Source: an optimization exercise on an open RTL-to-GDS flow (aim: small area, a short achievable clock period and few clock cycles). Production flows keep margins and buffers that such runs may drop. In this exercise RTL edits were held to simulation tests only and were not proved equivalent to the original.

==> flow/design.v (excerpt) <==
module mac #(
    parameter int DATA_WIDTH    = 32,
    parameter int ADDR_LINES    = 5
) (
    input  logic                        clk_i,
    input  logic                        rstn_i,
    input  logic [DATA_WIDTH-1:0]       signal_i,
    input  logic                        wr_en_i,
    input  logic                        last_i,
    input  logic [ADDR_LINES-1:0]       terms_i,
    output logic                        full_o,
    output logic                        empty_o,
    output logic                        idle_o,
    output logic [DATA_WIDTH-1:0]       result_o,
    output logic                        done_o
);
For scale: roughly 6100 cells after synthesis, ~77 I/O pins, about 0.077 mm^2 of cells after synthesis.
Settings: LEC_CHECK=0, CAP_MARGIN=20, CORE_MARGIN=2, CORE_UTILIZATION=65, CTS_CLUSTER_DIAMETER=100, CTS_CLUSTER_SIZE=24, SETUP_SLACK_MARGIN=3.3, SLEW_MARGIN=20; clock period 6.0 ns.
run.sh (not shown) runs the stock make flow with config.mk's settings and CLKGATE_MAP_FILE= SYNTH_SCRIPT=/design/flow/synth_recipe.tcl, a recipe that flattens the netlist after the stock synthesis.
The first run completed with no timing, DRC or antenna violations.
Testbench counts at the start, summed over its fixed seeds: cycles 14,498.
Rerun with:
Settings changed: CTS_CLUSTER_DIAMETER 100 to 80, SETUP_SLACK_MARGIN 3.3 to 3.2.
Effect:
- The changed run produced a clean layout
- flip-flop and latch count stays the same
- cell area stays flat

mac again, from the RTL that the note above started with.
Settings: LEC_CHECK=0, CAP_MARGIN=20, CORE_MARGIN=2, CORE_UTILIZATION=60, SETUP_SLACK_MARGIN=3.1, SLEW_MARGIN=20; clock period 6.0 ns.
The starting point finished clean.
Testbench counts at the start, summed over its fixed seeds: cycles 14,498.
Next try:
CORE_UTILIZATION = 65   (was 60)
CTS_CLUSTER_DIAMETER = 100   (was not set)
CTS_CLUSTER_SIZE = 24   (was not set)
SETUP_SLACK_MARGIN = 3.0   (was 3.1)
Effect: Global-route usage came out higher by 2.2 points. Design area came out lower by 3.8%. Worst setup slack got worse by 0.14 ns. Critical path depth stays the same.
Next try:
CORE_UTILIZATION = 67   (was 65)
CTS_CLUSTER_DIAMETER = 80   (was 100)
CTS_CLUSTER_SIZE = 22   (was 24)
SETUP_SLACK_MARGIN = 3.2   (was 3.0)
Result: The changed run passed the timing, DRC and antenna checks; routed wire length is higher by 3.7%; critical path depth does not change; first-iteration DRC count goes up by 1.6%; fmax goes up by 3.2%; setup slack gets better by 0.093 ns.
Next try:
ABC_AREA = 1   (was not set)
CORE_UTILIZATION = 65   (was 67)
CTS_CLUSTER_DIAMETER = 100   (was 80)
CTS_CLUSTER_SIZE = 24   (was 22)
SETUP_SLACK_MARGIN = 3.1   (was 3.2)
Via count stays flat.
Maximum frequency shrinks by a few percent.
Die area is about the same.
Cell count grows by a few percent.
First-iteration DRC count grows by a few percent.
Routed wire length shrinks by a few percent.
Next try:
ABC_AREA = not set   (was 1)
CORE_UTILIZATION = 67   (was 65)
CTS_CLUSTER_SIZE = 22   (was 24)
SETUP_SLACK_MARGIN = 3.2   (was 3.1)
Die area hardly moves.
Flip-flop and latch count does not change.
Synthesized area came out higher by about 3%.

job 101:
mac again, from the RTL that the note above started with.
clock: 6.0 ns
lec_check: 0
cap_margin: 20
core_margin: 2
core_utilization: 65
cts_cluster_diameter: 80
cts_cluster_size: 24
setup_slack_margin: 3.25
slew_margin: 20
Testbench counts of job 101, summed over its fixed seeds: cycles 14,498.
For job 102, these inputs were changed with respect to job 101:
# job 101
export LEC_CHECK = 0
export CAP_MARGIN = 20
export CORE_MARGIN = 2
export CORE_UTILIZATION = 65
export CTS_CLUSTER_DIAMETER = 80
export CTS_CLUSTER_SIZE = 24
export SETUP_SLACK_MARGIN = 3.25
export SLEW_MARGIN = 20
create_clock -name core_clock -period 6.0 [get_ports {clk_i}]
# job 102
export LEC_CHECK = 0
export CAP_MARGIN = 20
export CORE_MARGIN = 2
export CORE_UTILIZATION = 65
export CTS_CLUSTER_DIAMETER = 100
export CTS_CLUSTER_SIZE = 24
export SETUP_SLACK_MARGIN = 3.1
export SLEW_MARGIN = 20
create_clock -name core_clock -period 6.0 [get_ports {clk_i}]
Notes after the runs:
Job 102 closes out successfully: all stages finished, all timing, DRC and antenna checks passed.
Changes observed in job 102 relative to job 101: non-clock buffer count has decreased, clock slew seen by the registers of the worst setup and hold paths has remained practically unchanged, core utilization has decreased, global-route usage has decreased.
On routed wire length: job 102 sits below job 101.
The critical path's slowest cell comes out dlygate4sd2_1 in one run and fa_1 in the other, namely in job 102 and job 101 respectively.
#### Input delta (job 103 over job 102)
# job 102
export LEC_CHECK = 0
export CAP_MARGIN = 20
export CORE_MARGIN = 2
export CORE_UTILIZATION = 65
export CTS_CLUSTER_DIAMETER = 100
export CTS_CLUSTER_SIZE = 24
export SETUP_SLACK_MARGIN = 3.1
export SLEW_MARGIN = 20
create_clock -name core_clock -period 6.0 [get_ports {clk_i}]
# job 103
export LEC_CHECK = 0
export CAP_MARGIN = 20
export CORE_MARGIN = 2
export CORE_UTILIZATION = 65
export CTS_CLUSTER_DIAMETER = 100
export CTS_CLUSTER_SIZE = 24
export SETUP_SLACK_MARGIN = 3.2
export SLEW_MARGIN = 20
create_clock -name core_clock -period 6.0 [get_ports {clk_i}]
==> comparison <==
Job 103 finished every stage and its layout cleared the timing, DRC and antenna checks.
Between job 102 and job 103, the worst hold-check slack does not differ in any meaningful way.
Job 103 vs job 102 — global-route wire length before repair climbed slightly
Final instance area delta for job 103 relative to job 102: 0.41% higher
Job 102 -> job 103: total count of max-transition violations in the final report delta 0, exact match
Job 103 vs. job 102: layout-stage area growth over the synthesis result went up by 0.44 points, pin slew with the least headroom to its limit went down by 0.22 ns.
Diff job 102 -> job 103: via count moved up, tightest slew margin relative to the limit moved up.

static timing again, ports no longer ideal:
The flow's constraints put no driver on any port. The routed layouts listed below were extracted and timed again, unchanged, in two steps.
Step 1 (the two cells are an assumption about what drives the block):
set clk [get_ports {clk_i}]
set_driving_cell -lib_cell sky130_fd_sc_hd__clkbuf_16 $clk
set_driving_cell -lib_cell sky130_fd_sc_hd__buf_2 [delete_from_list [all_inputs] $clk]
Step 2 also shifts input and output timing later by t, the mid clock arrival at the registers, as if the neighbouring blocks saw the same clock.
a / b / c = ideal ports / drivers / drivers and shift; a / b = the first two.
| run | t (ns) | setup WS [ns] | hold WS [ns] | slew at the worst register clock pin (ns) | worst slew at a driven data input, ns |
|---|---|---|---|---|---|
| the first run of note 1 | 0.783 | 3.140 / 3.140 / 2.546 | 0.322 / 0.322 / 0.322 | 0.11 / 0.11 | 0.11 |
| the second run of note 1 | 0.801 | 3.169 / 3.169 / 2.418 | 0.329 / 0.329 / 0.329 | 0.10 / 0.10 | 0.11 |
| the first run of note 2 | 0.877 | 3.137 / 3.062 / 2.185 | 0.320 / 0.320 / 0.320 | 0.07 / 0.07 | 0.24 |
| the second run of note 2 | 0.774 | 2.995 / 2.949 / 2.174 | 0.320 / 0.320 / 0.320 | 0.11 / 0.11 | 0.12 |
| the third run of note 2 | 0.784 | 3.088 / 3.088 / 2.473 | 0.317 / 0.317 / 0.317 | 0.10 / 0.10 | 0.18 |
| the fourth run of note 2 | 0.785 | 2.991 / 2.991 / 2.529 | 0.297 / 0.297 / 0.297 | 0.10 / 0.10 | 0.11 |
| the fifth run of note 2 | 0.775 | 3.146 / 3.146 / 2.458 | 0.326 / 0.326 / 0.326 | 0.10 / 0.10 | 0.18 |
| job 101 | 0.796 | 3.165 / 3.165 / 2.513 | 0.328 / 0.328 / 0.328 | 0.10 / 0.10 | 0.11 |
| job 102 | 0.782 | 3.122 / 3.063 / 2.314 | 0.314 / 0.314 / 0.314 | 0.11 / 0.11 | 0.12 |
| job 103 | 0.778 | 3.147 / 3.147 / 2.486 | 0.313 / 0.313 / 0.313 | 0.11 / 0.11 | 0.11 |
After both steps setup and hold are still met in every run listed. For the first run of note 2, which loses most, drivers alone change the setup slack by -0.075 ns; drivers and shift together by -0.952 ns.
